What follows belongs to an exercise in optimizing a design on an open flow for small area, a short achievable clock period and few clock cycles; a production flow would make more cautious choices.
The RTL was checked by simulation tests, not by an equivalence proof against the original design.
No run shown here takes its clock network from TritonCTS; it comes from the design's own scripts or RTL.
The clock port is modelled as an ideal driver, which makes a skipped or thinned clock tree look cheaper than it is; a real chip needs a root buffer or a tree.
No activity file was given, so power comes from the tool's default toggle rates.

==> flow/design.v <==
`timescale 1ns/10ps
module LBP ( clk, reset, gray_addr, gray_req, gray_ready, gray_data, lbp_addr, lbp_valid, lbp_data, finish);
input   	clk;
input   	reset;
output  reg [13:0] 	gray_addr;
output  reg      	gray_req;
input   	    gray_ready;
input   [7:0] 	gray_data;
output  reg [13:0] 	lbp_addr;
output  reg 	lbp_valid;
output  reg [7:0] 	lbp_data;
output  reg 	finish;
localparam K = 10;
reg        run;       
reg [3:0]  idx;       
reg [3:0]  s;         
reg [3:0]  rh;        
reg [6:0]  col;       
reg        cend;      
reg        at7;       
reg        last;      
reg        v1, f1;    
reg        first;     
reg        wrapped;   
wire       step_strip = last & cend;         
wire [3:0] idx_n = !run ? 4'd0 : last ? 4'd0 : idx + 4'd1;
wire [3:0] s_p1 = s + 4'd1;
wire [3:0] s_n = step_strip ? s_p1 : s;
wire [6:0] col_n = last ? col + 7'd1 : col;
wire [3:0] rh_n = at7 ? rh + 4'd1 : (last & ~cend) ? rh - 4'd1 : rh;
always @(posedge clk or posedge reset) begin
    if (reset) run <= 1'b0;
    else run <= run | gray_ready;
end
always @(posedge clk) begin
    if (!run) begin
        idx <= 4'd0;
        s <= 4'd0;
        rh <= 4'd0;
        col <= 7'd0;
        cend <= 1'b0;
        at7 <= 1'b0;
        last <= 1'b0;
        first <= 1'b0;
        wrapped <= 1'b0;
    end else begin
        first <= last;
        wrapped <= last & cend;
        idx <= idx_n;
        s <= s_n;
        rh <= rh_n;
        col <= col_n;
        if (last) cend <= (col == 7'd126);
        at7 <= (idx == 4'd6);
        last <= (idx == 4'd8);
    end
end
wire [2:0] idx_m2 = idx[2:0] - 3'd2;
wire [6:0] lrow = first ? {(wrapped ? s : s_p1), 3'd0} : {s, idx_m2};
wire [6:0] lcol = col + {6'b111111, ~first};    
function [1:0] cmp2;
    input [7:0] a, b;
    reg [7:0] g, p;
    reg g76, p76, g54, p54, g32, p32, g10, p10, g74, p74, g30, p30, gg, pp;
    begin
        g = a & ~b;
        p = a | ~b;
        g76 = g[7] | (p[7] & g[6]);  p76 = p[7] & p[6];
        g54 = g[5] | (p[5] & g[4]);  p54 = p[5] & p[4];
        g32 = g[3] | (p[3] & g[2]);  p32 = p[3] & p[2];
        g10 = g[1] | (p[1] & g[0]);  p10 = p[1] & p[0];
        g74 = g76 | (p76 & g54);     p74 = p76 & p54;
        g30 = g32 | (p32 & g10);     p30 = p32 & p10;
        gg  = g74 | (p74 & g30);     pp  = p74 & p30;
        cmp2 = {gg | pp, ~gg};
    end
endfunction
reg [7:0]  sr [0:K+1];  
reg [2:0]  pb [0:K];    
reg        q5;          
reg        q1;          
reg        q2a, q2b;    
wire [7:0] p  = sr[0];      
wire [7:0] dl = sr[K-1];    
wire [7:0] l  = sr[K];      
wire [7:0] ul = sr[K+1];    
wire p_ge_ul, ul_ge_p, p_ge_l, l_ge_p, p_ge_dl, dl_ge_p, l_ge_ul, ul_ge_l;
assign {p_ge_ul, ul_ge_p} = cmp2(p, ul);
assign {p_ge_l,  l_ge_p}  = cmp2(p, l);
assign {p_ge_dl, dl_ge_p} = cmp2(p, dl);
assign {l_ge_ul, ul_ge_l} = cmp2(l, ul);
integer j;
always @(posedge clk) begin
    sr[0] <= gray_data;
    for (j = 1; j <= K+1; j = j + 1) sr[j] <= sr[j-1];
    pb[0] <= {dl_ge_p, l_ge_p, ul_ge_p};
    for (j = 1; j <= K; j = j + 1) pb[j] <= pb[j-1];
    q5 <= p_ge_l;
    q1 <= ul_ge_l;
    q2a <= p_ge_dl;
    q2b <= q2a;
    gray_req <= run | gray_ready;
    gray_addr <= {rh_n, idx_n[2:0], col_n};
    v1 <= run && (idx[3:1] != 3'd0) && (col[6:1] != 6'd0) && !(s == 4'd15 && idx[3]);
    f1 <= run && cend && (s == 4'd15) && (idx == 4'd7);
    lbp_valid <= v1 & run;    
    finish <= f1 & run;
    lbp_addr <= {lrow, lcol};
    lbp_data <= {p_ge_ul, l_ge_ul, pb[K][2], q5, pb[K][1], q2b, q1, pb[K][0]};
end
endmodule
==> flow/flow/run.sh <==
#!/bin/bash
# Own layout flow: the standard flow (standard.sh, unchanged synthesis),
# with two hooks: flow/ports.tcl after global placement sets the port
# buffers' cells (POST_GLOBAL_PLACE_TCL), and flow/clock_tree.tcl builds a
# two-level clock tree before CTS, which TritonCTS then skips (PRE_CTS_TCL).
# standard.sh's output goes to standard.log; each ORFS step keeps its own log
# under orfs/logs.
set -euo pipefail
cd "$(dirname "$0")/.."
export POST_GLOBAL_PLACE_TCL="$(pwd)/flow/ports.tcl"
export PRE_CTS_TCL="$(pwd)/flow/clock_tree.tcl"
export MY_CLK_NLEAF=12 MY_CLK_LEAF=sky130_fd_sc_hd__clkinv_8 MY_CLK_TOP=sky130_fd_sc_hd__clkinv_8
bash standard.sh > standard.log 2>&1
==> flow/flow/clock_tree.tcl <==
# Clock tree of two levels, built before CTS (PRE_CTS_TCL); the CTS command
# itself is then skipped. The registers are split by balanced k-means on their
# places into NLEAF groups, each clocked by a leaf buffer at its centre; the
# leaf buffers are split the same way into NTOP groups, each driven by a top
# buffer at its centre, and the clock port drives the NTOP top buffers.
proc env_or {name default} {
  if {[info exists ::env($name)]} { return $::env($name) }
  return $default
}
set nleaf [env_or MY_CLK_NLEAF 8]
set ntop [env_or MY_CLK_NTOP 4]
set leafcell [env_or MY_CLK_LEAF sky130_fd_sc_hd__clkbuf_16]
set topcell [env_or MY_CLK_TOP sky130_fd_sc_hd__clkbuf_8]

# balanced k-means of points {x y} into k groups of at most ceil(n/k);
# returns the group of each point
proc bkmeans {pts k} {
  set n [llength $pts]
  set mx 0.0; set my 0.0
  foreach p $pts { set mx [expr {$mx + [lindex $p 0]}]; set my [expr {$my + [lindex $p 1]}] }
  set mx [expr {$mx / $n}]; set my [expr {$my / $n}]
  set order {}
  for {set i 0} {$i < $n} {incr i} {
    set p [lindex $pts $i]
    lappend order [list $i [expr {atan2([lindex $p 1] - $my, [lindex $p 0] - $mx)}]]
  }
  set order [lsort -real -index 1 $order]
  set assign [lrepeat $n 0]
  for {set j 0} {$j < $n} {incr j} { lset assign [lindex $order $j 0] [expr {$j * $k / $n}] }
  set cap [expr {($n + $k - 1) / $k}]
  for {set iter 0} {$iter < 50} {incr iter} {
    set cx [lrepeat $k 0.0]; set cy [lrepeat $k 0.0]; set cn [lrepeat $k 0]
    for {set i 0} {$i < $n} {incr i} {
      set c [lindex $assign $i]; set p [lindex $pts $i]
      lset cx $c [expr {[lindex $cx $c] + [lindex $p 0]}]
      lset cy $c [expr {[lindex $cy $c] + [lindex $p 1]}]
      lset cn $c [expr {[lindex $cn $c] + 1}]
    }
    for {set c 0} {$c < $k} {incr c} {
      if {[lindex $cn $c] > 0} {
        lset cx $c [expr {[lindex $cx $c] / [lindex $cn $c]}]
        lset cy $c [expr {[lindex $cy $c] / [lindex $cn $c]}]
      }
    }
    set pairs {}
    for {set i 0} {$i < $n} {incr i} {
      set p [lindex $pts $i]
      for {set c 0} {$c < $k} {incr c} {
        lappend pairs [list [expr {abs([lindex $p 0] - [lindex $cx $c]) + abs([lindex $p 1] - [lindex $cy $c])}] $i $c]
      }
    }
    set new [lrepeat $n -1]; set used [lrepeat $k 0]
    foreach pr [lsort -real -index 0 $pairs] {
      lassign $pr d i c
      if {[lindex $new $i] >= 0 || [lindex $used $c] >= $cap} { continue }
      lset new $i $c
      lset used $c [expr {[lindex $used $c] + 1}]
    }
    if {$new eq $assign} { break }
    set assign $new
  }
  return $assign
}

# centre of each group
proc centres {pts assign k} {
  set cx [lrepeat $k 0.0]; set cy [lrepeat $k 0.0]; set cn [lrepeat $k 0]
  foreach p $pts c $assign {
    lset cx $c [expr {[lindex $cx $c] + [lindex $p 0]}]
    lset cy $c [expr {[lindex $cy $c] + [lindex $p 1]}]
    lset cn $c [expr {[lindex $cn $c] + 1}]
  }
  set out {}
  for {set c 0} {$c < $k} {incr c} {
    lappend out [list [expr {[lindex $cx $c] / max(1, [lindex $cn $c])}] [expr {[lindex $cy $c] / max(1, [lindex $cn $c])}]]
  }
  return $out
}

set block [ord::get_db_block]
set core [$block getCoreArea]
proc add_buffer {name cell at in_net} {
  set block [ord::get_db_block]
  set core [$block getCoreArea]
  set master [[ord::get_db] findMaster $cell]
  set inst [odb::dbInst_create $block $master $name]
  set x [expr {int([lindex $at 0]) - [$master getWidth] / 2}]
  set y [expr {int([lindex $at 1]) - [$master getHeight] / 2}]
  set x [expr {max([$core xMin], min($x, [$core xMax] - [$master getWidth]))}]
  set y [expr {max([$core yMin], min($y, [$core yMax] - [$master getHeight]))}]
  $inst setLocation $x $y
  $inst setPlacementStatus PLACED
  set net [odb::dbNet_create $block clknet_$name]
  $net setSigType CLOCK
  [$inst findITerm A] connect $in_net
  [$inst findITerm [expr {[string match "*inv*" $cell] ? "Y" : "X"}]] connect $net
  return $net
}

set clk_net [$block findNet clk]
set sinks [$clk_net getITerms]
set pts {}
foreach it $sinks {
  set bb [[$it getInst] getBBox]
  lappend pts [list [expr {([$bb xMin] + [$bb xMax]) / 2.0}] [expr {([$bb yMin] + [$bb yMax]) / 2.0}]]
}
set leaf_of [bkmeans $pts $nleaf]
set leaf_at [centres $pts $leaf_of $nleaf]
set top_of [bkmeans $leaf_at $ntop]
set top_at [centres $leaf_at $top_of $ntop]

set top_net {}
for {set t 0} {$t < $ntop} {incr t} {
  lappend top_net [add_buffer clktop_$t $topcell [lindex $top_at $t] $clk_net]
}
for {set c 0} {$c < $nleaf} {incr c} {
  set net [add_buffer clkleaf_$c $leafcell [lindex $leaf_at $c] [lindex $top_net [lindex $top_of $c]]]
  set cnt 0
  foreach it $sinks g $leaf_of {
    if {$g == $c} { $it disconnect; $it connect $net; incr cnt }
  }
  puts "clock leaf $c (top [lindex $top_of $c]) at [lindex $leaf_at $c] drives $cnt registers"
}
set_propagated_clock [all_clocks]
rename clock_tree_synthesis {}
proc clock_tree_synthesis {args} { puts "clock_tree_synthesis skipped: the clock tree is built by clock_tree.tcl" }
# the tree's inverters are its own: no cloning next to the registers
rename repair_clock_inverters {}
proc repair_clock_inverters {args} { puts "repair_clock_inverters skipped: the clock tree is built by clock_tree.tcl" }
==> flow/flow/ports.tcl <==
# After global placement (POST_GLOBAL_PLACE_TCL): the port buffers that
# buffer_ports inserted become buf_1 on inputs (each drives few pins) and
# buf_1 on outputs (each drives one port).
foreach inst [[ord::get_db_block] getInsts] {
  set name [$inst getName]
  set cell [[$inst getMaster] getName]
  if {[string match "input*" $name] && $cell ne "sky130_fd_sc_hd__buf_1"} {
    replace_cell $name sky130_fd_sc_hd__buf_1
  } elseif {[string match "output*" $name] && $cell ne "sky130_fd_sc_hd__buf_1"} {
    replace_cell $name sky130_fd_sc_hd__buf_1
  }
}
==> flow/standard.sh <==
#!/bin/bash
# synth_recipe.tcl (not shown) runs the flow's synth.tcl, then flattens the netlist and writes it again
# the make line also repeats each setting of config.mk as NAME=value (left out here)
make -C /OpenROAD-flow-scripts/flow DESIGN_CONFIG=/design/flow/config.mk WORK_HOME=/design/flow/orfs CLKGATE_MAP_FILE= SYNTH_SCRIPT=/design/flow/synth_recipe.tcl "${@:-finish}"
==> flow/config.mk <==
export PLATFORM = sky130hd
export DESIGN_NAME = LBP
export DESIGN_NICKNAME = LBP
export VERILOG_FILES = /design/flow/design.v
export SDC_FILE = /design/flow/constraint.sdc
export NUM_CORES = 4
export LEC_CHECK = 0
export CAP_MARGIN = 20
export CORE_MARGIN = 2
export CORE_UTILIZATION = 55
export PLACE_DENSITY = 0.75
export SETUP_SLACK_MARGIN = 1.95
export SLEW_MARGIN = 20
==> flow/constraint.sdc <==
create_clock -name core_clock -period 3.3 [get_ports {clk}]
set_input_delay 0.6600 -clock core_clock [delete_from_list [all_inputs] [get_ports {clk}]]
set_output_delay 0.6600 -clock core_clock [all_outputs]
set_load 0.01 [all_outputs]
==> results.json, run 1 <==
{
  "status": "timing/DRC/antenna clean",
  "dpl.hpwl_um": 5150,
  "crit_cells": 4,
  "drive_above_1_share_pct": 11.5,
  "coreArea_mm2": 0.00968,
  "route.vias.total": 3003,
  "grt_usage_pct": 13.7,
  "worstPathCellList": "nor2b_1, nor3_2, a221oi_1, o21bai_1",
  "port_buffers": 49,
  "final_common_cell": "dfxtp_1",
  "timing_worst_setup_path_type": "flip-flop to flip-flop",
  "slowest_stage": "a221oi_1",
  "maxSlewViolCount": 0,
  "clock_latency_ns": 0.16,
  "area_growth_pct": 13.2,
  "synthCells": 433,
  "ios": 50,
  "setup_viol": 0,
  "max_slew.worst_pin.slew_ns": 0.443,
  "ys_seq_area_share_pct": 73.1,
  "drtAntennaViolNets": 0,
  "synth_edf_count": 0,
  "crit_required_ns": 3.32,
  "cp.arrival_ns": 1.41,
  "post-route-period-util_pct": 42.2,
  "grt_max_degree": 26,
  "ys_ff_latch": 199,
  "syn_nets": 456,
  "die_h_um": 104,
  "synth_cell_types": 50,
  "rsz0062_at_grt": "true",
  "timing.final.hold_violations": 0,
  "grt_pass1_vias": 2817,
  "synth_warnings": 3,
  "fin_crit_ns": 1.39,
  "num-nets-final": 521,
  "clock-skew-final_ns": 0.00957,
  "core.rowCount": 36,
  "hold_class": "primary input to asynchronous set/reset pin",
  "vias_per_cell": 4.77,
  "cp_max_fo": 5,
  "drv_cap": 0,
  "p_per_area_mw_per_mm2": 780,
  "wirelength_um": 7600,
  "reg2regPathDepth": 4,
  "die_w_um": 104,
  "ys.flop_type": "dfxtp_1",
  "r2r-end": "q5$_DFF_P_",
  "grt_pass1_wl_um": 12700,
  "power.total_mw": 4.82,
  "die_area_mm2": 0.0107,
  "r2r_start": "sr[10][1]$_DFF_P_",
  "crit_family": "compound AO/OA/AOI/OAI gates",
  "diodes": 0,
  "avgRoutedWirePerCell_um": 12.1,
  "path_clk_slew_ns": 0.06,
  "async_reset_ff_share_pct": 0.503,
  "mostFrequentLayoutCells": "185 x dfxtp_1, 49 x buf_1, 24 x inv_1, 24 x nor2_1, 22 x nand2_1",
  "first_iter_violations": 86,
  "syn_area_mm2": 0.00545,
  "relSlewSlack_pct": 70.5,
  "antenna_found_initial": 0,
  "p_leak_nw": 2.57,
  "critical_path.startpoint_type": "flip-flop",
  "worst-path-buf-inv": 0,
  "crit_path_end_kind": "flip-flop",
  "slowest_delay_ns": 0.40,
  "post-route-drc-count": 0,
  "max_freq_mhz": 719,
  "rrSetupSlack_ns": 1.91,
  "first_pass_iters": 4,
  "max-vdd-ir-drop_v": 0.000451,
  "gr-total-overflow": 0,
  "start_util_pct": 56.3,
  "timing.setup.tns_ns": 0,
  "cts.hold.buffers_added": 0,
  "syn_area_per_cell_um2": 12.6
}
==> timing repair <==
action	4_1_cts	5_1_grt
gates resized for setup	7	31
setup buffers	0	4
hold endpoints to repair	0	0
pin swaps	3	8
endpoints found under the setup margin	13	24
gates cloned	0	0
==> power by group <==
group | switching (mW) | total, mW | internal [mW]
Sequential | 0.204 | 3.00 | 2.79
Combinational | 0.433 | 0.803 | 0.370
Clock | 0.808 | 1.01 | 0.206
==> flip-flops by register name, indices dropped and copies added, names as in the netlist, 4 cells and up <==
| name | count |
|---|---|
| pb | 33 |
| s | 4 |
| gray_addr | 14 |
| idx | 4 |
| lbp_data | 8 |
| rh | 4 |
| col | 7 |
| sr | 96 |
| lbp_addr | 14 |
==> stage by stage <==
stage	util [%]	cells	hold slack [ns]	cell area, um2	worst slack, ns
finish	63.8	629	0.291	6170	1.91
global route	63.8	629	0.282	6170	1.84
CTS	62.5	625	0.294	6050	1.96
detailed placement	59.7	609	0.312	5780	1.81
global placement	62.8	609	0.310	6080	1.78
floorplan	-	433	0.310	5450	2.01
==> cell type report <==
type                    count  area (um2)
flip-flops and latches    199        4010
fillers                   765        3510
multi-input cells         201        1420
inverters                  43         362
repair buffers             53         214
well taps                 133         166
==> cell families after synthesis <==
family                     Yosys count  synth area share [%]
DFF                                199                  73.1
and+or+nand+nor                    113                  10.9
AOI/OAI and AO/OA                   53                  7.07
buffers and inverters               33                  2.36
xor gates and xnor gates            21                  3.37
adders and majority gates           14                  3.14
==> routing by layer <==
layer  routed length (um)  track usage (%)  vias up
li1                     -                -     1553
met1                 3520             18.3     1361
met2                 3510             23.4       73
met3                  378             2.20       16
met4                  190             3.38        0
met5                    0                0        -
==> Yosys cell counts (all sizes together) (2+ instances only) <==
master | number | area share (%)
inv | 27 | 1.9
a222oi | 2 | 0.37
a22oi | 4 | 0.55
xor2 | 9 | 1.4
or3 | 2 | 0.23
dfxtp | 198 | 73
a21boi | 3 | 0.41
a31oi | 2 | 0.23
o21bai | 4 | 0.55
a22o | 2 | 0.32
a21oi | 8 | 0.73
o221ai | 3 | 0.48
nand4 | 3 | 0.34
buf | 4 | 0.37
clkbuf | 2 | 0.14
and2 | 16 | 1.8
o21ai | 4 | 0.37
nor2b | 15 | 1.8
nor2 | 24 | 1.7
xnor2 | 12 | 1.9
ha | 12 | 2.8
nand3 | 5 | 0.46
nor3 | 6 | 0.55
a2111oi | 3 | 0.48
and2b | 3 | 0.48
a221oi | 2 | 0.32
and4 | 2 | 0.32
a211o | 4 | 0.64
a21o | 3 | 0.44
nand2 | 23 | 1.6
nand2b | 7 | 0.80
o22ai | 6 | 0.69
or2b | 2 | 0.28
maj3 | 2 | 0.39
==> how the worst max path moves through the flow <==
stage                           start                  end
global route        sr[10][1]$_DFF_P_           q5$_DFF_P_
global placement           gray_ready        run$_DFF_PP0_
detailed placement    last$_SDFF_PN0_     rh[1]$_SDFF_PN0_
finish              sr[10][1]$_DFF_P_           q5$_DFF_P_
floorplan            first$_SDFF_PN0_  lbp_addr[6]$_DFF_P_
CTS                  sr[0][2]$_DFF_P_  lbp_data[7]$_DFF_P_
==> worst reg2reg max path, cell delays in order, from the launching register on <==
cell,delay [ns]
dfxtp_1,0.39
nor2b_1,0.26
nor3_2,0.08
a221oi_1,0.40
o21bai_1,0.12
Testbench counts, summed over its fixed seeds: cycles 163,840.
==> run 2, diff against run 1 <==
--- a/flow/flow/run.sh
+++ b/flow/flow/run.sh
@@ -9,5 +9,5 @@
 cd "$(dirname "$0")/.."
 export POST_GLOBAL_PLACE_TCL="$(pwd)/flow/ports.tcl"
 export PRE_CTS_TCL="$(pwd)/flow/clock_tree.tcl"
-export MY_CLK_NLEAF=12 MY_CLK_LEAF=sky130_fd_sc_hd__clkinv_8 MY_CLK_TOP=sky130_fd_sc_hd__clkinv_8
+export MY_CLK_NLEAF=8 MY_CLK_LEAF=sky130_fd_sc_hd__clkinv_16 MY_CLK_TOP=sky130_fd_sc_hd__clkinv_8
 bash standard.sh > standard.log 2>&1
==> results.json, run 2 <==
{
  "max_freq_mhz": 733,
  "crit_path_end_kind": "flip-flop",
  "async_reset_ff_share_pct": 0.503,
  "largest_register": "sr",
  "timing.setup.tns_ns": 0,
  "cp_max_fo": 5,
  "post-route-period-util_pct": 41.3,
  "synth_top_area_cell": "dfxtp_1",
  "mostFrequentLayoutCells": "184 x dfxtp_1, 49 x buf_1, 24 x inv_1, 24 x nor2_1, 22 x nand2_1",
  "first_pass_iters": 5,
  "largest_register_ffs": 96,
  "vias_per_cell": 4.81,
  "place_area_mm2": 0.00578,
  "grt_pass1_wl_um": 12800,
  "netlist.area_leader.share_pct": 72.7,
  "ys.flop_type": "dfxtp_1",
  "synth_cell_types": 50,
  "num-nets-final": 517,
  "slowest_delay_ns": 0.39,
  "route.vias.total": 3004,
  "crit_required_ns": 3.34,
  "post-route-drc-count": 0,
  "drtAntennaViolNets": 0,
  "final_common_cell": "dfxtp_1",
  "fin_crit_ns": 1.36,
  "setup_viol": 0,
  "drv_cap": 0,
  "multiInputGateArea_mm2": 0.00140,
  "stdcell_area_mm2": 0.00621,
  "avgRoutedWirePerCell_um": 12.4,
  "worstPathCellList": "nor2b_1, nor3_2, a221oi_1, o21bai_1",
  "dp.cells": 609,
  "p_per_area_mw_per_mm2": 794,
  "first_iter_violations": 98,
  "grt_usage_pct": 14.0,
  "reg2regPathDepth": 4,
  "syn_area_mm2": 0.00545,
  "max-vdd-ir-drop_v": 0.000462,
  "n_fill_cell": 774,
  "core.rowCount": 36,
  "timing_worst_setup_path_type": "flip-flop to flip-flop",
  "rsz0062_at_grt": "true",
  "grt_pass1_vias": 2775,
  "path_clk_slew_ns": 0.06,
  "ys_ff_latch": 199,
  "slowest_stage": "dfxtp_1",
  "die_h_um": 104,
  "drive_above_1_share_pct": 10.4,
  "hold_class": "primary input to asynchronous set/reset pin",
  "port_buffers": 49,
  "top_regs": "sr (96), pb (33)",
  "diodes": 0,
  "coreArea_mm2": 0.00968,
  "syn_area_per_cell_um2": 12.6,
  "stdcell_count": 625,
  "relSlewSlack_pct": 71.6,
  "wirelength_um": 7760,
  "die_w_um": 104,
  "die_area_mm2": 0.0107,
  "critical_path.startpoint_type": "flip-flop",
  "maxSlewViolCount": 0,
  "finalHoldWorstSlack_ns": 0.284,
  "gr-total-overflow": 0,
  "max_slew.worst_pin.slew_ns": 0.415,
  "seqCellArea_mm2": 0.00402,
  "syn_nets": 456,
  "area_growth_pct": 13.8,
  "dpl.hpwl_um": 5150,
  "yosys-top-cells-count": "198 x dfxtp_1, 26 x inv_1, 24 x nor2_1",
  "status": "timing/DRC/antenna clean",
  "timing.final.hold_violations": 0,
  "start_util_pct": 56.3,
  "ios": 50,
  "grt_max_degree": 26,
  "ys_seq_area_share_pct": 73.1,
  "cp.arrival_ns": 1.41,
  "synth_warnings": 3,
  "clock_latency_ns": 0.17,
  "cts.hold.buffers_added": 0,
  "synthTopCellsByArea": "dfxtp_1 73%, ha_1 2.8%, xnor2_1 1.9%, and2_1 1.8%, inv_1 1.8%",
  "synth_edf_count": 0,
  "clock-skew-final_ns": 0.0113,
  "synth.most_common_cell": "dfxtp_1",
  "synthCells": 433,
  "antenna_found_initial": 0,
  "p_leak_nw": 2.57,
  "power.total_mw": 4.93
}
[run 2: cell counts after synthesis]
No cell type changed its count.
[run 2: timing repair]
action / in CTS / in global routing
buffers inserted: 0 / 4
gates cloned: 0 / 0
setup endpoints to repair: 13 / 24
gates resized for setup: 7 / 29
pin swaps: 1 / 8
[run 2: worst paths after layout]
check / startpoint / end / slack [ns]
setup / recovery: sr[10][1]$_DFF_P_ / q5$_DFF_P_ / 1.94
hold / removal: reset / run$_DFF_PP0_ / 0.28
setup reg to reg: sr[10][1]$_DFF_P_ / q5$_DFF_P_ / 1.94
hold reg to reg: sr[4][6]$_DFF_P_ / sr[5][6]$_DFF_P_ / 0.32
max in group asynchronous: reset / run$_DFF_PP0_ / 2.92
min in group core_clock: sr[4][6]$_DFF_P_ / sr[5][6]$_DFF_P_ / 0.32
[run 2: through the flow]
| stage | utilization (%) | worst slack, ns |
|---|---|---|
| after CTS | 63.0 | 1.95 |
| after detailed placement | 59.7 | 1.81 |
| final | 64.1 | 1.94 |
| after global placement | 62.8 | 1.78 |
| after floorplan | - | 2.01 |
| after global routing | 64.1 | 1.85 |
[run 2: power breakdown]
| group | internal [mW] | switching [mW] |
|---|---|---|
| logic | 0.369 | 0.432 |
| registers | 2.80 | 0.206 |
| clock network | 0.240 | 0.885 |
| total | 3.40 | 1.52 |
[run 2: layout make-up]
type                    instances  area share, %
flip-flops and latches        199           64.7
multi-input cells             201           22.6
inverters                      39           6.55
repair buffers                 53           3.45
well taps                     133           2.68
[run 2: worst max-delay path, delay by kind of cell (launching register included)]
| kind | cells | cell delay [ns] |
|---|---|---|
| AOI/OAI and AO/OA | 2 | 0.50 |
| DFF | 1 | 0.39 |
| and+or+nand+nor | 2 | 0.36 |
[run 2: cells by family after synthesis]
logic type	Yosys count	share of synthesized area, %
AO/OA/AOI/OAI	53	7.07
XOR/XNOR	21	3.37
adder cells (fa/ha/maj)	14	3.14
buffers and inverters	33	2.36
flip-flops	199	73.1
AND/OR/NAND/NOR	113	10.9
[run 2: metal layers]
layer | global-route usage (%) | wire (um)
met1 | 19.7 | 3650
met2 | 23.0 | 3600
met3 | 2.33 | 362
met4 | 2.99 | 145
met5 | 0 | 0
==> run 3, diff against run 2 <==
--- a/flow/design.v
+++ b/flow/design.v
@@ -13,7 +13,6 @@
 localparam K = 10;
 reg        run;       
 reg [3:0]  idx;       
-reg [3:0]  s;         
 reg [3:0]  rh;        
 reg [6:0]  col;       
 reg        cend;      
@@ -22,12 +21,11 @@
 reg        v1, f1;    
 reg        first;     
 reg        wrapped;   
-wire       step_strip = last & cend;         
 wire [3:0] idx_n = !run ? 4'd0 : last ? 4'd0 : idx + 4'd1;
-wire [3:0] s_p1 = s + 4'd1;
-wire [3:0] s_n = step_strip ? s_p1 : s;
 wire [6:0] col_n = last ? col + 7'd1 : col;
-wire [3:0] rh_n = at7 ? rh + 4'd1 : (last & ~cend) ? rh - 4'd1 : rh;
+wire [3:0] rh_p1 = rh + 4'd1;
+wire [3:0] rh_m1 = rh - 4'd1;
+wire [3:0] rh_n = at7 ? rh_p1 : (last & ~cend) ? rh_m1 : rh;
 always @(posedge clk or posedge reset) begin
     if (reset) run <= 1'b0;
     else run <= run | gray_ready;
@@ -35,7 +33,6 @@
 always @(posedge clk) begin
     if (!run) begin
         idx <= 4'd0;
-        s <= 4'd0;
         rh <= 4'd0;
         col <= 7'd0;
         cend <= 1'b0;
@@ -47,7 +44,6 @@
         first <= last;
         wrapped <= last & cend;
         idx <= idx_n;
-        s <= s_n;
         rh <= rh_n;
         col <= col_n;
         if (last) cend <= (col == 7'd126);
@@ -56,7 +52,7 @@
     end
 end
 wire [2:0] idx_m2 = idx[2:0] - 3'd2;
-wire [6:0] lrow = first ? {(wrapped ? s : s_p1), 3'd0} : {s, idx_m2};
+wire [6:0] lrow = first ? {(wrapped ? rh : rh_p1), 3'd0} : {(idx[3] ? rh_m1 : rh), idx_m2};
 wire [6:0] lcol = col + {6'b111111, ~first};    
 function [1:0] cmp2;
     input [7:0] a, b;
@@ -101,8 +97,8 @@
     q2b <= q2a;
     gray_req <= run | gray_ready;
     gray_addr <= {rh_n, idx_n[2:0], col_n};
-    v1 <= run && (idx[3:1] != 3'd0) && (col[6:1] != 6'd0) && !(s == 4'd15 && idx[3]);
-    f1 <= run && cend && (s == 4'd15) && (idx == 4'd7);
+    v1 <= run && (idx[3:1] != 3'd0) && (col[6:1] != 6'd0) && !(rh == 4'd0 && idx[3]);
+    f1 <= run && cend && (rh == 4'd15) && (idx == 4'd7);
     lbp_valid <= v1 & run;    
     finish <= f1 & run;
     lbp_addr <= {lrow, lcol};
--- a/flow/flow/run.sh
+++ b/flow/flow/run.sh
@@ -9,5 +9,5 @@
 cd "$(dirname "$0")/.."
 export POST_GLOBAL_PLACE_TCL="$(pwd)/flow/ports.tcl"
 export PRE_CTS_TCL="$(pwd)/flow/clock_tree.tcl"
-export MY_CLK_NLEAF=8 MY_CLK_LEAF=sky130_fd_sc_hd__clkinv_16 MY_CLK_TOP=sky130_fd_sc_hd__clkinv_8
+export MY_CLK_NLEAF=12 MY_CLK_LEAF=sky130_fd_sc_hd__clkinv_8 MY_CLK_TOP=sky130_fd_sc_hd__clkinv_8
 bash standard.sh > standard.log 2>&1
--- a/flow/config.mk
+++ b/flow/config.mk
@@ -9,5 +9,5 @@
 export CORE_MARGIN = 2
 export CORE_UTILIZATION = 55
 export PLACE_DENSITY = 0.75
-export SETUP_SLACK_MARGIN = 1.95
+export SETUP_SLACK_MARGIN = 2.0
 export SLEW_MARGIN = 20
==> results.json, run 3 <==
{
  "status": "timing/DRC/antenna clean",
  "place_area_mm2": 0.00569,
  "timing.setup.tns_ns": 0,
  "p_int_mw": 3.52,
  "worstPathCellList": "nor2b_4, maj3_2, a211o_1, a21o_1",
  "critical_path.startpoint_type": "flip-flop",
  "p_leak_nw": 2.65,
  "swShare_pct": 31.3,
  "post-route-period-util_pct": 40.3,
  "largest_register": "sr",
  "antenna_found_initial": 0,
  "coreArea_mm2": 0.00964,
  "p_sw_mw": 1.61,
  "first_pass_iters": 5,
  "diodes": 0,
  "max-vdd-ir-drop_v": 0.000555,
  "ys_ff_latch": 195,
  "timing_worst_setup_path_type": "flip-flop to flip-flop",
  "netlist.area_leader.share_pct": 72.2,
  "area_growth_pct": 16.6,
  "crit_family": "compound AO/OA/AOI/OAI gates",
  "ys_seq_area_share_pct": 72.7,
  "worst-path-buf-inv": 0,
  "path_clk_slew_ns": 0.06,
  "max_freq_mhz": 753,
  "seqPwrFrac_pct": 58.7,
  "synth_top_area_cell": "dfxtp_1",
  "die_area_mm2": 0.0106,
  "crit_path_end_kind": "flip-flop",
  "grt_max_degree": 23,
  "top_regs": "sr (96), pb (33)",
  "cp.arrival_ns": 1.36,
  "stdcell_area_mm2": 0.00627,
  "vias_per_cell": 4.87,
  "pre_cts_slack_ns": 1.77,
  "slowest_delay_ns": 0.36,
  "core.rowCount": 36,
  "first_iter_violations": 120,
  "drtAntennaViolNets": 0,
  "grt_pass1_vias": 2876,
  "multiInputGateArea_mm2": 0.00145,
  "fin_crit_ns": 1.33,
  "seqCellArea_mm2": 0.00395,
  "finalHoldWorstSlack_ns": 0.303,
  "port_buffers": 49,
  "p_per_area_mw_per_mm2": 819,
  "combPwrFrac_pct": 21.5,
  "cp_max_fo": 7,
  "final_common_cell": "dfxtp_1",
  "stdcell_count": 630,
  "ys.flop_type": "dfxtp_1",
  "ios": 50,
  "clock-skew-final_ns": 0.0161,
  "synthTopCellsByArea": "dfxtp_1 72%, ha_1 2.8%, nor2b_1 2.1%, inv_1 1.8%, and2_1 1.7%",
  "die_w_um": 103,
  "timing.final.hold_violations": 0,
  "grt_usage_pct": 14.6,
  "drv_cap": 0,
  "die_h_um": 103,
  "synthCells": 426,
  "crit_required_ns": 3.33,
  "setup_ws_ns": 1.97,
  "avgRoutedWirePerCell_um": 12.7,
  "rsz0062_at_grt": "true",
  "post-route-drc-count": 0,
  "hold_class": "primary input to asynchronous set/reset pin",
  "gr-total-overflow": 0,
  "clock_latency_ns": 0.16,
  "largest_register_ffs": 96,
  "wirelength_um": 8020,
  "mostFrequentLayoutCells": "175 x dfxtp_1, 27 x clkbuf_2, 23 x inv_1",
  "maxSlewViolCount": 0,
  "syn_area_mm2": 0.00538,
  "pwr-share-clk_pct": 19.8,
  "drive_above_1_share_pct": 21.3,
  "synth_warnings": 3,
  "start_util_pct": 55.8,
  "syn_area_per_cell_um2": 12.6,
  "dp.cells": 599,
  "setup_viol": 0,
  "synth_cell_types": 48,
  "relSlewSlack_pct": 70.3,
  "power.total_mw": 5.13,
  "synth.most_common_cell": "dfxtp_1",
  "max_slew.worst_pin.slew_ns": 0.444,
  "yosys-top-cells-count": "194 x dfxtp_1, 26 x inv_1, 21 x nor2_1",
  "grt_pass1_wl_um": 12800,
  "route.vias.total": 3070,
  "slowest_stage": "dfxtp_4",
  "n_fill_cell": 772,
  "syn_nets": 449,
  "synth_edf_count": 0,
  "async_reset_ff_share_pct": 0.513,
  "final_util_pct": 65.1,
  "dpl.hpwl_um": 5290,
  "num-nets-final": 522
}
## run 3: changes by cell type in the layout (fill, tap and decap cells not counted), sizes merged, moves of 4 or more
cell and change:
clkbuf +27, buf -16, clkinv +4, dfxtp -4
## run 3: final timing paths
check,start,end,slack [ns],depth (start not counted)
worst max-delay path,sr[0][2]$_DFF_P_,lbp_data[7]$_DFF_P_,1.97,4
worst min-delay path,reset,run$_DFF_PP0_,0.30,2
worst max register to register,sr[0][2]$_DFF_P_,lbp_data[7]$_DFF_P_,1.97,4
worst min register to register,sr[5][1]$_DFF_P_,sr[6][1]$_DFF_P_,0.31,0
max in group asynchronous,reset,run$_DFF_PP0_,2.90,2
min in group core_clock,sr[5][1]$_DFF_P_,sr[6][1]$_DFF_P_,0.31,0
## run 3: cell families after synthesis
| logic type | after synthesis | share of synthesized area, % |
|---|---|---|
| flops | 195 | 72.7 |
| simple gates | 109 | 10.7 |
| compound gates | 54 | 7.61 |
| buf+inv | 35 | 2.63 |
| xor+xnor | 19 | 3.23 |
| fa+ha+maj | 14 | 3.16 |
## run 3: final cells by class
class	instances	share of cell area, %
inverter	42	5.79
tap	133	2.65
sequential	195	63.0
multi-input combinational	196	23.1
timing repair buffer	64	5.41
## run 3: power groups by stage
stage	registers [mW]	clock network, mW	logic, mW
after global placement	3.05	0	1.07
after CTS	3.00	1.06	1.00
after detailed placement	3.06	0	0.879
after global routing	3.07	1.15	1.25
final	3.01	1.02	1.11
after floorplan	3.05	0	0.622
## run 3: routing by layer
metal | up-vias | wire length [um] | global-route usage, %
li1 | 1555 | - | -
met1 | 1409 | 3540 | 19.2
met2 | 88 | 3790 | 25.5
met3 | 18 | 478 | 2.37
met4 | 0 | 211 | 3.44
met5 | - | 0 | 0
## run 3: timing repair
| item | 4_1_cts | 5_1_grt |
|---|---|---|
| gates resized for setup | 31 | 56 |
| cloned | 0 | 0 |
| setup endpoints to repair | 20 | 53 |
| buffers inserted | 11 | 4 |
| hold buffers | 0 | 0 |
| pin swaps | 13 | 6 |
Testbench counts of run 3, summed over its fixed seeds: cycles 163,840.
==> run 4, diff against run 3 <==
--- a/flow/config.mk
+++ b/flow/config.mk
@@ -9,5 +9,5 @@
 export CORE_MARGIN = 2
 export CORE_UTILIZATION = 55
 export PLACE_DENSITY = 0.75
-export SETUP_SLACK_MARGIN = 2.0
+export SETUP_SLACK_MARGIN = 1.95
 export SLEW_MARGIN = 20
==> results.json, run 4 <==
{
  "grt_usage_pct": 14.2,
  "hold_class": "primary input to asynchronous set/reset pin",
  "setup_viol": 0,
  "first_iter_violations": 67,
  "ys.flop_type": "dfxtp_1",
  "drv_cap": 0,
  "diodes": 0,
  "path_clk_slew_ns": 0.05,
  "final_common_cell": "dfxtp_1",
  "timing.setup.tns_ns": 0,
  "post-route-drc-count": 0,
  "maxSlewViolCount": 0,
  "coreArea_mm2": 0.00964,
  "cp_max_fo": 7,
  "mostFrequentLayoutCells": "177 x dfxtp_1, 48 x buf_1, 23 x inv_1",
  "vias_per_cell": 4.81,
  "n_fill_cell": 772,
  "largest_register": "sr",
  "ys_seq_area_share_pct": 72.7,
  "syn_area_mm2": 0.00538,
  "post-route-period-util_pct": 40.6,
  "start_util_pct": 55.8,
  "grt_max_degree": 23,
  "seqPwrFrac_pct": 60.3,
  "synth.most_common_cell": "dfxtp_1",
  "area_growth_pct": 14.1,
  "synthTopCellsByArea": "dfxtp_1 72%, ha_1 2.8%, nor2b_1 2.1%, inv_1 1.8%, and2_1 1.7%",
  "syn_area_per_cell_um2": 12.6,
  "power.total_mw": 4.99,
  "clock_latency_ns": 0.16,
  "status": "timing/DRC/antenna clean",
  "timing_worst_setup_path_type": "flip-flop to flip-flop",
  "slowest_delay_ns": 0.41,
  "die_w_um": 103,
  "netlist.area_leader.share_pct": 72.2,
  "relSlewSlack_pct": 71.7,
  "worst-path-buf-inv": 0,
  "final_util_pct": 63.7,
  "first_pass_iters": 5,
  "pwr-share-clk_pct": 20.4,
  "synthCells": 426,
  "yosys-top-cells-count": "194 x dfxtp_1, 26 x inv_1, 21 x nor2_1",
  "crit_family": "simple AND/OR/NAND/NOR gates",
  "synth_warnings": 3,
  "ios": 50,
  "port_buffers": 49,
  "async_reset_ff_share_pct": 0.513,
  "drtAntennaViolNets": 0,
  "route.vias.total": 2999,
  "die_area_mm2": 0.0106,
  "antenna_found_initial": 0,
  "combPwrFrac_pct": 19.3,
  "worstPathCellList": "or3_4, o31ai_4, xor2_2, and2_1",
  "num-nets-final": 515,
  "rsz0062_at_grt": "true",
  "startpoint": "rh[2]$_SDFF_PN0_",
  "cp.arrival_ns": 1.38,
  "fin_crit_ns": 1.34,
  "grt_pass1_wl_um": 12400,
  "r2r_start": "rh[2]$_SDFF_PN0_",
  "clock-skew-final_ns": 0.0153,
  "avgRoutedWirePerCell_um": 12.1,
  "max_freq_mhz": 747,
  "p_leak_nw": 2.52,
  "max-vdd-ir-drop_v": 0.000417,
  "top_regs": "sr (96), pb (33)",
  "cts.hold.buffers_added": 0,
  "crit_required_ns": 3.34,
  "largest_register_ffs": 96,
  "place_area_mm2": 0.00569,
  "timing.final.hold_violations": 0,
  "p_sw_mw": 1.56,
  "crit_path_end_kind": "flip-flop",
  "ys_ff_latch": 195,
  "stdcell_area_mm2": 0.00614,
  "critical_path.startpoint_type": "flip-flop",
  "max_slew.worst_pin.slew_ns": 0.423,
  "slowest_stage": "or3_4",
  "dpl.hpwl_um": 5120,
  "core.rowCount": 36,
  "syn_nets": 449,
  "p_int_mw": 3.44,
  "grt_pass1_vias": 2674,
  "synth_top_area_cell": "dfxtp_1",
  "drive_above_1_share_pct": 13.9,
  "p_per_area_mw_per_mm2": 814,
  "synth_edf_count": 0,
  "die_h_um": 103,
  "gr-total-overflow": 0,
  "wirelength_um": 7560,
  "swShare_pct": 31.2,
  "synth_cell_types": 48
}
[run 4: area by class of cell]
| type | count | area, um2 | area share (%) |
|---|---|---|---|
| inverter | 42 | 358 | 5.83 |
| multi-input combinational | 196 | 1420 | 23.2 |
| sequential | 195 | 3950 | 64.3 |
| tap | 133 | 166 | 2.71 |
| timing repair buffer | 57 | 245 | 3.99 |
[run 4: worst paths after layout]
kind                               endpoint  slack (ns)  cells after the start
setup / recovery           rh[3]$_SDFF_PN0_        1.96                      4
hold / removal                run$_DFF_PP0_        0.31                      2
setup reg to reg           rh[3]$_SDFF_PN0_        1.96                      4
hold reg to reg            pb[2][0]$_DFF_P_        0.32                      0
max in group asynchronous     run$_DFF_PP0_        2.89                      2
min in group core_clock    pb[2][0]$_DFF_P_        0.32                      0
[run 4: cell families (layout without fill, tap and decap cells)]
| family | Yosys count | count (layout) | share of synthesized area (%) |
|---|---|---|---|
| XOR/XNOR | 19 | 19 | 3.23 |
| flip-flops | 195 | 195 | 72.7 |
| buffers and inverters | 35 | 99 | 2.63 |
| AND/OR/NAND/NOR | 109 | 109 | 10.7 |
| AO/OA/AOI/OAI | 54 | 54 | 7.61 |
| adder cells (fa/ha/maj) | 14 | 14 | 3.16 |
[run 4: repair_timing]
item | 4_1_cts | 5_1_grt
pin swaps | 4 | 8
setup endpoints to repair | 16 | 22
gates resized for setup | 13 | 34
buffers inserted | 6 | 2
[run 4: per-layer routing]
layer / part of all wire, % / track usage [%] / wire length (um) / vias to the layer above
li1: - / - / - / 1538
met1: 46 / 20.0 / 3510 / 1379
met2: 46 / 23.1 / 3500 / 68
met3: 4.9 / 2.44 / 370 / 14
met4: 2.4 / 3.34 / 180 / 0
met5: 0 / 0 / 0 / -
[run 4: worst reg2reg max path, cell delays in order (launching register included)]
cell and delay [ns]:
dfxtp_4 0.37, or3_4 0.41, o31ai_4 0.21, xor2_2 0.10, and2_1 0.16
[run 4: power groups by stage]
stage	Clock (mW)	Combinational, mW	Sequential [mW]
detailed placement	0	0.873	3.06
CTS	1.07	0.928	3.01
floorplan	0	0.622	3.05
finish	1.02	0.965	3.01
global route	1.17	1.12	3.07
global placement	0	1.07	3.05
[run 4: metrics by stage]
stage               instances  worst slack (ns)  hold WS, ns
floorplan                 426              1.95        0.310
global placement          599              1.75        0.310
global route              623              1.92        0.302
detailed placement        599              1.78        0.312
finish                    623              1.96        0.311
CTS                       621              1.94        0.305
==> run 5, diff against run 4 <==
--- a/flow/flow/run.sh
+++ b/flow/flow/run.sh
@@ -9,5 +9,5 @@
 cd "$(dirname "$0")/.."
 export POST_GLOBAL_PLACE_TCL="$(pwd)/flow/ports.tcl"
 export PRE_CTS_TCL="$(pwd)/flow/clock_tree.tcl"
-export MY_CLK_NLEAF=12 MY_CLK_LEAF=sky130_fd_sc_hd__clkinv_8 MY_CLK_TOP=sky130_fd_sc_hd__clkinv_8
+export MY_CLK_NLEAF=16 MY_CLK_LEAF=sky130_fd_sc_hd__clkinv_4 MY_CLK_TOP=sky130_fd_sc_hd__clkinv_8
 bash standard.sh > standard.log 2>&1
==> results.json, run 5 <==
{
  "pwr-share-clk_pct": 18.2,
  "die_w_um": 103,
  "ys_seq_area_share_pct": 72.7,
  "ys_ff_latch": 195,
  "syn_nets": 449,
  "max_slew.worst_pin.slew_ns": 0.441,
  "combPwrFrac_pct": 20.2,
  "yosys-top-cells-count": "194 x dfxtp_1, 26 x inv_1, 21 x nor2_1",
  "num-nets-final": 522,
  "synth_top_area_cell": "dfxtp_1",
  "synth_warnings": 3,
  "final_common_cell": "dfxtp_1",
  "post-route-period-util_pct": 40.6,
  "drtAntennaViolNets": 0,
  "p_sw_mw": 1.48,
  "avgRoutedWirePerCell_um": 12.2,
  "grt_pass1_vias": 2751,
  "start_util_pct": 55.8,
  "max_freq_mhz": 746,
  "fin_crit_ns": 1.34,
  "relSlewSlack_pct": 70.6,
  "worstPathCellList": "nor2b_2, nor3_1, a211o_1, and2_1",
  "route.vias.total": 3047,
  "critical_path.startpoint_type": "flip-flop",
  "timing.setup.tns_ns": 0,
  "die_h_um": 103,
  "core.rowCount": 36,
  "post-route-drc-count": 0,
  "rsz0062_at_grt": "true",
  "max-vdd-ir-drop_v": 0.000405,
  "async_reset_ff_share_pct": 0.513,
  "synth.most_common_cell": "dfxtp_1",
  "syn_area_per_cell_um2": 12.6,
  "ys.flop_type": "dfxtp_1",
  "first_iter_violations": 99,
  "hold_class": "primary input to asynchronous set/reset pin",
  "crit_required_ns": 3.33,
  "multiInputGateArea_mm2": 0.00142,
  "synthCells": 426,
  "synthTopCellsByArea": "dfxtp_1 72%, ha_1 2.8%, nor2b_1 2.1%, inv_1 1.8%, and2_1 1.7%",
  "drv_cap": 0,
  "syn_area_mm2": 0.00538,
  "clock-skew-final_ns": 0.0195,
  "wirelength_um": 7720,
  "clock_latency_ns": 0.14,
  "grt_max_degree": 23,
  "vias_per_cell": 4.84,
  "antenna_found_initial": 0,
  "grt_usage_pct": 14.5,
  "setup_viol": 0,
  "area_growth_pct": 13.4,
  "coreArea_mm2": 0.00964,
  "seqPwrFrac_pct": 61.6,
  "gr-total-overflow": 0,
  "crit_path_end_kind": "flip-flop",
  "first_pass_iters": 5,
  "p_per_area_mw_per_mm2": 802,
  "slowest_stage": "dfxtp_2",
  "netlist.area_leader.share_pct": 72.2,
  "timing.final.hold_violations": 0,
  "mostFrequentLayoutCells": "178 x dfxtp_1, 48 x buf_1, 23 x inv_1",
  "n_fill_cell": 770,
  "path_clk_slew_ns": 0.08,
  "largest_register": "sr",
  "ios": 50,
  "port_buffers": 49,
  "top_regs": "sr (96), pb (33)",
  "p_leak_nw": 2.52,
  "seqCellArea_mm2": 0.00394,
  "cp_max_fo": 13,
  "slowest_delay_ns": 0.47,
  "power.total_mw": 4.89,
  "p_int_mw": 3.41,
  "maxSlewViolCount": 0,
  "dpl.hpwl_um": 5120,
  "die_area_mm2": 0.0106,
  "diodes": 0,
  "grt_pass1_wl_um": 12600,
  "cp.arrival_ns": 1.37,
  "synth_cell_types": 48,
  "synth_edf_count": 0,
  "largest_register_ffs": 96,
  "timing_worst_setup_path_type": "flip-flop to flip-flop",
  "drive_above_1_share_pct": 14.9,
  "status": "timing/DRC/antenna clean",
  "swShare_pct": 30.3
}
==> run 5: path summary, 6_finish.rpt <==
kind | start | endpoint | slack [ns] | depth (start not counted)
worst max register to register | last$_SDFF_PN0_ | rh[1]$_SDFF_PN0_ | 1.96 | 4
worst max-delay path | last$_SDFF_PN0_ | rh[1]$_SDFF_PN0_ | 1.96 | 4
min in group core_clock | sr[8][1]$_DFF_P_ | sr[9][1]$_DFF_P_ | 0.32 | 0
max in group asynchronous | reset | run$_DFF_PP0_ | 2.91 | 2
worst min register to register | sr[8][1]$_DFF_P_ | sr[9][1]$_DFF_P_ | 0.32 | 0
worst min-delay path | reset | run$_DFF_PP0_ | 0.30 | 2
==> run 5: cells by family after synthesis <==
family / count (synthesis) / synth area share (%)
xor gates and xnor gates: 19 / 3.23
buffers and inverters: 35 / 2.63
adders and majority gates: 14 / 3.16
and+or+nand+nor: 109 / 10.7
DFF: 195 / 72.7
AOI/OAI and AO/OA: 54 / 7.61
==> run 5: critical path, delay by kind of cell, from the launching register on <==
kind,cells,cell delay [ns]
AOI/OAI and AO/OA,1,0.26
DFF,1,0.47
and+or+nand+nor,3,0.49
==> run 5: stage by stage <==
stage	utilization [%]	cell area [um2]	cells	hold slack [ns]	setup slack (ns)
after global placement	62.2	6000	599	0.310	1.75
final	63.3	6100	630	0.295	1.96
after floorplan	-	5380	426	0.310	1.95
after CTS	62.0	5970	625	0.292	1.93
after global routing	63.3	6100	630	0.278	1.89
after detailed placement	59.0	5690	599	0.312	1.78
==> run 5: routing by layer <==
layer / global-route usage, % / vias up / wire (um) / part of all wire (%)
met1: 19.9 / 1404 / 3550 / 46
met5: 0 / - / 0 / 0
met3: 2.31 / 17 / 346 / 4.5
met4: 3.44 / 0 / 167 / 2.2
met2: 24.2 / 70 / 3650 / 47
li1: - / 1556 / - / -
==> run 5: area by class of cell <==
| class | instances | area share, % |
|---|---|---|
| Inverter | 46 | 4.96 |
| Sequential cell | 195 | 64.6 |
| Tap cell | 133 | 2.73 |
| Multi-Input combinational cell | 196 | 23.3 |
| Timing Repair Buffer | 60 | 4.39 |
==> run 5: power by group through the flow <==
stage / Sequential [mW] / Clock (mW) / Combinational, mW
CTS: 3.01 / 0.937 / 0.932
floorplan: 3.05 / 0 / 0.622
global route: 3.07 / 1.04 / 1.14
finish: 3.01 / 0.890 / 0.989
global placement: 3.05 / 0 / 1.07
detailed placement: 3.06 / 0 / 0.873
==> run 5: repair_timing <==
item	in CTS	in global routing
cloned	0	0
buffers inserted	6	5
hold buffers	0	0
resized for setup	14	30
setup endpoints to repair	16	21
pin swaps	7	8
==> run 6, diff against run 5 <==
--- a/flow/flow/run.sh
+++ b/flow/flow/run.sh
@@ -9,5 +9,5 @@
 cd "$(dirname "$0")/.."
 export POST_GLOBAL_PLACE_TCL="$(pwd)/flow/ports.tcl"
 export PRE_CTS_TCL="$(pwd)/flow/clock_tree.tcl"
-export MY_CLK_NLEAF=16 MY_CLK_LEAF=sky130_fd_sc_hd__clkinv_4 MY_CLK_TOP=sky130_fd_sc_hd__clkinv_8
+export MY_CLK_NLEAF=12 MY_CLK_LEAF=sky130_fd_sc_hd__clkinv_4 MY_CLK_TOP=sky130_fd_sc_hd__clkinv_8
 bash standard.sh > standard.log 2>&1
--- a/flow/config.mk
+++ b/flow/config.mk
@@ -9,5 +9,5 @@
 export CORE_MARGIN = 2
 export CORE_UTILIZATION = 55
 export PLACE_DENSITY = 0.75
-export SETUP_SLACK_MARGIN = 1.95
+export SETUP_SLACK_MARGIN = 1.85
 export SLEW_MARGIN = 20
==> results.json, run 6 <==
{
  "grt_usage_pct": 14.3,
  "final_common_cell": "dfxtp_1",
  "hold_class": "primary input to asynchronous set/reset pin",
  "synth.most_common_cell": "dfxtp_1",
  "status": "timing/DRC/antenna clean",
  "max_slew.worst_pin.slew_ns": 0.554,
  "timing_worst_setup_path_type": "flip-flop to flip-flop",
  "place_area_mm2": 0.00569,
  "largest_register_ffs": 96,
  "synth_cell_types": 48,
  "stdcell_area_mm2": 0.00588,
  "ys.flop_type": "dfxtp_1",
  "mostFrequentLayoutCells": "188 x dfxtp_1, 49 x buf_1, 26 x inv_1",
  "antenna_found_initial": 0,
  "crit_required_ns": 3.34,
  "pre_cts_slack_ns": 1.76,
  "grt_pass1_wl_um": 12500,
  "grt_max_degree": 23,
  "synth_top_area_cell": "dfxtp_1",
  "fin_crit_ns": 1.40,
  "worst-path-buf-inv": 1,
  "route.vias.total": 2959,
  "wirelength_um": 7540,
  "swShare_pct": 30.2,
  "ys_seq_area_share_pct": 72.7,
  "cp.arrival_ns": 1.44,
  "setup_ws_ns": 1.90,
  "top_regs": "sr (96), pb (33)",
  "first_iter_violations": 116,
  "pwr-share-clk_pct": 18.0,
  "seqPwrFrac_pct": 63.6,
  "path_clk_slew_ns": 0.09,
  "rsz0062_at_grt": "true",
  "cts.hold.buffers_added": 0,
  "post-route-drc-count": 0,
  "die_h_um": 103,
  "async_reset_ff_share_pct": 0.513,
  "port_buffers": 49,
  "crit_family": "flip-flops",
  "critical_path.startpoint_type": "flip-flop",
  "p_leak_nw": 2.44,
  "gr-total-overflow": 0,
  "synth_warnings": 3,
  "diodes": 0,
  "core.rowCount": 36,
  "p_int_mw": 3.30,
  "p_sw_mw": 1.43,
  "syn_nets": 449,
  "final_util_pct": 61.0,
  "post-route-period-util_pct": 42.4,
  "clock-skew-final_ns": 0.0152,
  "ios": 50,
  "timing.final.hold_violations": 0,
  "syn_area_per_cell_um2": 12.6,
  "drv_cap": 0,
  "avgRoutedWirePerCell_um": 12.2,
  "coreArea_mm2": 0.00964,
  "ys_ff_latch": 195,
  "cp_max_fo": 6,
  "relSlewSlack_pct": 63.0,
  "yosys-top-cells-count": "194 x dfxtp_1, 26 x inv_1, 21 x nor2_1",
  "num-nets-final": 508,
  "worstPathCellList": "inv_1, ha_1, nor3_1, a211o_1, and2_1",
  "max-vdd-ir-drop_v": 0.000398,
  "synthTopCellsByArea": "dfxtp_1 72%, ha_1 2.8%, nor2b_1 2.1%, inv_1 1.8%, and2_1 1.7%",
  "clock_latency_ns": 0.15,
  "first_pass_iters": 4,
  "start_util_pct": 55.8,
  "combPwrFrac_pct": 18.4,
  "die_area_mm2": 0.0106,
  "synthCells": 426,
  "grt_pass1_vias": 2752,
  "slowest_stage": "dfxtp_4",
  "setup_viol": 0,
  "drive_above_1_share_pct": 5.80,
  "syn_area_mm2": 0.00538,
  "die_w_um": 103,
  "maxSlewViolCount": 0,
  "area_growth_pct": 9.35,
  "p_per_area_mw_per_mm2": 804,
  "slowest_delay_ns": 0.38,
  "dpl.hpwl_um": 5220,
  "drtAntennaViolNets": 0,
  "crit_path_end_kind": "flip-flop",
  "vias_per_cell": 4.80,
  "max_freq_mhz": 714,
  "largest_register": "sr",
  "timing.setup.tns_ns": 0,
  "netlist.area_leader.share_pct": 72.2,
  "synth_edf_count": 0
}
-- run 6: changes by cell type in the layout (fill, tap and decap cells not counted), moves of 4 or more --
| cell | delta |
|---|---|
| clkinv_4 | -4 |
| dfxtp_1 | +10 |
| nor2b_1 | +5 |
| dfxtp_2 | -9 |
| buf_4 | -10 |
| nor2b_2 | -4 |
-- run 6: final cells by class --
cell class	instances	area (um2)
inverters	42	268
fillers	807	3760
multi-input cells	196	1330
flip-flops and latches	195	3930
repair buffers	50	191
well taps	133	166
-- run 6: logic make-up after synthesis --
group | Yosys count | share of synthesized area (%)
DFF | 195 | 72.7
and+or+nand+nor | 109 | 10.7
AOI/OAI and AO/OA | 54 | 7.61
buffers and inverters | 35 | 2.63
xor gates and xnor gates | 19 | 3.23
adders and majority gates | 14 | 3.16
-- run 6: worst register-to-register path: cells and delay by family (launching register included) --
family,cells,cell delay [ns]
buffers and inverters,1,0.08
adder cells (fa/ha/maj),1,0.34
AO/OA/AOI/OAI,1,0.28
flip-flops,1,0.38
AND/OR/NAND/NOR,2,0.22
-- run 6: power groups by stage --
stage	Sequential, mW	Combinational [mW]	Clock (mW)
2_1_floorplan	3.04	0.622	0
3_3_place_gp	3.04	1.07	0
3_5_place_dp	3.06	0.879	0
4_1_cts	3.01	0.884	0.882
5_1_grt	3.07	1.01	0.970
6_report	3.01	0.869	0.849
-- run 6: metal layers --
layer  part of all wire [%]  GRT usage, %  vias up
met5                      0             0        -
met2                     46          24.4       65
met4                    2.4          3.74        0
li1                       -             -     1523
met3                    4.2          1.97       13
met1                     47          19.4     1358
-- run 6: repair_timing --
| item | CTS | global route |
|---|---|---|
| gates resized for setup | 4 | 7 |
| endpoints found under the setup margin | 5 | 13 |
| pin swaps | 0 | 3 |
| buffers inserted | 0 | 1 |
| gates cloned | 0 | 0 |
-- run 6: final timing paths --
path | from | cells after the start | slack [ns] | to
setup / recovery | rh[1]$_SDFF_PN0_ | 5 | 1.90 | rh[1]$_SDFF_PN0_
hold / removal | reset | 2 | 0.30 | run$_DFF_PP0_
setup reg to reg | rh[1]$_SDFF_PN0_ | 5 | 1.90 | rh[1]$_SDFF_PN0_
hold reg to reg | sr[4][0]$_DFF_P_ | 0 | 0.32 | sr[5][0]$_DFF_P_
max in group asynchronous | reset | 2 | 2.92 | run$_DFF_PP0_
min in group core_clock | sr[4][0]$_DFF_P_ | 0 | 0.32 | sr[5][0]$_DFF_P_
-- run 6: per-stage QoR --
step / hold slack, ns / total power [mW] / std cells
2_1_floorplan: 0.310 / 3.66 / 426
3_3_place_gp: 0.310 / 4.11 / 599
3_5_place_dp: 0.312 / 3.94 / 599
4_1_cts: 0.295 / 4.77 / 615
5_1_grt: 0.288 / 5.05 / 616
6_report: 0.296 / 4.73 / 616
==> run 7, diff against run 6 <==
--- a/flow/config.mk
+++ b/flow/config.mk
@@ -9,5 +9,5 @@
 export CORE_MARGIN = 2
 export CORE_UTILIZATION = 55
 export PLACE_DENSITY = 0.75
-export SETUP_SLACK_MARGIN = 1.85
+export SETUP_SLACK_MARGIN = 1.9
 export SLEW_MARGIN = 20
==> results.json, run 7 <==
{
  "antenna_found_initial": 0,
  "avgRoutedWirePerCell_um": 12.3,
  "top_regs": "sr (96), pb (33)",
  "rrSetupSlack_ns": 1.94,
  "maxSlewViolCount": 0,
  "final_common_cell": "dfxtp_1",
  "first_pass_iters": 4,
  "max_slew.worst_pin.slew_ns": 0.436,
  "drtAntennaViolNets": 0,
  "port_buffers": 49,
  "syn_nets": 449,
  "ys.flop_type": "dfxtp_1",
  "netlist.area_leader.share_pct": 72.2,
  "route.vias.total": 3061,
  "ys_seq_area_share_pct": 72.7,
  "core.rowCount": 36,
  "rsz0062_at_grt": "false",
  "setup_viol": 0,
  "area_growth_pct": 11.3,
  "timing_worst_setup_path_type": "flip-flop to flip-flop",
  "cp_max_fo": 4,
  "ys_ff_latch": 195,
  "die_area_mm2": 0.0106,
  "dpl.hpwl_um": 5250,
  "die_h_um": 103,
  "vias_per_cell": 4.89,
  "async_reset_ff_share_pct": 0.513,
  "pre_cts_slack_ns": 1.77,
  "grt_usage_pct": 14.2,
  "r2r_start": "sr[0][2]$_DFF_P_",
  "grt_pass1_wl_um": 12400,
  "reg2regPathDepth": 4,
  "clock_latency_ns": 0.15,
  "die_w_um": 103,
  "synth_top_area_cell": "dfxtp_1",
  "fin_crit_ns": 1.36,
  "syn_area_mm2": 0.00538,
  "largest_register": "sr",
  "coreArea_mm2": 0.00964,
  "gr-total-overflow": 0,
  "drive_above_1_share_pct": 10.3,
  "dp.cells": 599,
  "final_util_pct": 62.1,
  "use_met2_pct": 23.6,
  "drv_cap": 0,
  "stdcell_count": 626,
  "finalHoldWorstSlack_ns": 0.318,
  "timing.setup.tns_ns": 0,
  "ios": 50,
  "post-route-period-util_pct": 41.3,
  "first_iter_violations": 104,
  "synth_warnings": 3,
  "cp.arrival_ns": 1.39,
  "synthCells": 426,
  "crit_path_end_kind": "flip-flop",
  "status": "timing/DRC/antenna clean",
  "largest_register_ffs": 96,
  "crit_required_ns": 3.33,
  "path_clk_slew_ns": 0.09,
  "relSlewSlack_pct": 70.2,
  "grt_max_degree": 23,
  "max-vdd-ir-drop_v": 0.000406,
  "num-nets-final": 518,
  "hold_class": "primary input to asynchronous set/reset pin",
  "synthTopCellsByArea": "dfxtp_1 72%, ha_1 2.8%, nor2b_1 2.1%, inv_1 1.8%, and2_1 1.7%",
  "critical_path.startpoint_type": "flip-flop",
  "p_leak_nw": 2.49,
  "wirelength_um": 7680,
  "start_util_pct": 55.8,
  "syn_area_per_cell_um2": 12.6,
  "r2r-end": "lbp_data[7]$_DFF_P_",
  "timing.final.hold_violations": 0,
  "grtUsageMet3_pct": 1.97,
  "met1_usage_pct": 19.7,
  "diodes": 0,
  "gr-max-usage-layer": "met2",
  "mostFrequentLayoutCells": "181 x dfxtp_1, 49 x buf_1, 24 x inv_1",
  "synth_edf_count": 0,
  "max_freq_mhz": 734,
  "post-route-drc-count": 0,
  "yosys-top-cells-count": "194 x dfxtp_1, 26 x inv_1, 21 x nor2_1",
  "setup_ws_ns": 1.94,
  "synth_cell_types": 48,
  "p_per_area_mw_per_mm2": 801,
  "grt_pass1_vias": 2767,
  "synth.most_common_cell": "dfxtp_1",
  "clock-skew-final_ns": 0.0177
}
## run 7: cell counts after synthesis
Identical to the previous run, type by type.
## run 7: cells by family (layout without fill, tap and decap cells)
kind of cell	Yosys count	count (layout)	synth area share [%]
AO/OA/AOI/OAI	54	54	7.61
AND/OR/NAND/NOR	109	109	10.7
buffers and inverters	35	102	2.63
XOR/XNOR	19	19	3.23
adder cells (fa/ha/maj)	14	14	3.16
flip-flops	195	195	72.7
## run 7: worst max-delay path by stage
stage                                 from                   to  slack, ns  depth (start not counted)
after CTS                 sr[0][6]$_DFF_P_           q5$_DFF_P_       1.91                          4
after floorplan           rh[1]$_SDFF_PN0_     rh[1]$_SDFF_PN0_       1.93                          5
final                     sr[0][2]$_DFF_P_  lbp_data[7]$_DFF_P_       1.94                          4
after global placement    gray_req$_DFF_P_             gray_req       1.75                          1
after global routing      rh[1]$_SDFF_PN0_     rh[2]$_SDFF_PN0_       1.89                          6
after detailed placement  first$_SDFF_PN0_  lbp_addr[6]$_DFF_P_       1.77                          6
## run 7: per-stage QoR
step                      power [mW]  area [um2]
after floorplan                 3.67        5380
final                           4.80        5990
after detailed placement        3.94        5690
after CTS                       4.78        5900
after global placement          4.11        5990
after global routing            5.13        5990
## run 7: timing repair
item | 4_1_cts | 5_1_grt
gates resized for setup | 11 | 14
endpoints found under the setup margin | 10 | 16
setup buffers | 2 | 9
hold buffers | 0 | 0
pin swaps | 0 | 7
## run 7: layout make-up
type,instances,area (um2)
multi-input cells,196,1350
repair buffers,60,267
flip-flops and latches,195,3940
fillers,822,3650
well taps,133,166
inverters,42,268
## run 7: routing by layer
metal / vias up / routed length [um]
met5: - / 0
li1: 1544 / -
met4: 0 / 171
met3: 15 / 324
met1: 1439 / 3560
met2: 63 / 3620
## run 7: worst max-delay path: stages, from the launching register on
cell and delay (ns):
dfxtp_4 0.36, nor2b_1 0.14, maj3_2 0.32, a211o_1 0.27, a21o_1 0.17
## run 7: power by group
part	switching [mW]	internal, mW	total, mW
Combinational	0.509	0.453	0.962
Clock	0.679	0.146	0.825
Sequential	0.239	2.77	3.01
Total	1.43	3.37	4.80

## separate check: timing with driven ports
Ports are ideal in the flow. The routed layouts listed here were re-timed in OpenROAD.
Step 1: set_driving_cell puts a clkbuf_16 on clk and a buf_2 on each other input, an assumption about the parent block.
Step 2, shift: input delay + t, output delay - t, t = (earliest + latest rising clock arrival at the registers) / 2. This alone moves slack from input paths to output paths.
Three values: ideal ports, drivers, drivers and shift; two values: the first two.
run | t, ns | setup WS [ns] | hold slack, ns
run 1 | 0.288 | 1.909 / 1.853 / 1.909 | 0.291 / 0.184 / 0.320
run 2 | 0.303 | 1.936 / 1.866 / 1.936 | 0.284 / 0.174 / 0.322
run 3 | 0.290 | 1.972 / 1.880 / 1.971 | 0.303 / 0.185 / 0.312
run 4 | 0.289 | 1.961 / 1.882 / 1.960 | 0.311 / 0.191 / 0.319
run 5 | 0.276 | 1.960 / 1.870 / 1.960 | 0.295 / 0.176 / 0.315
run 6 | 0.283 | 1.900 / 1.844 / 1.900 | 0.296 / 0.178 / 0.321
run 7 | 0.276 | 1.938 / 1.850 / 1.938 | 0.318 / 0.202 / 0.329
After both steps every run listed still meets setup and hold.
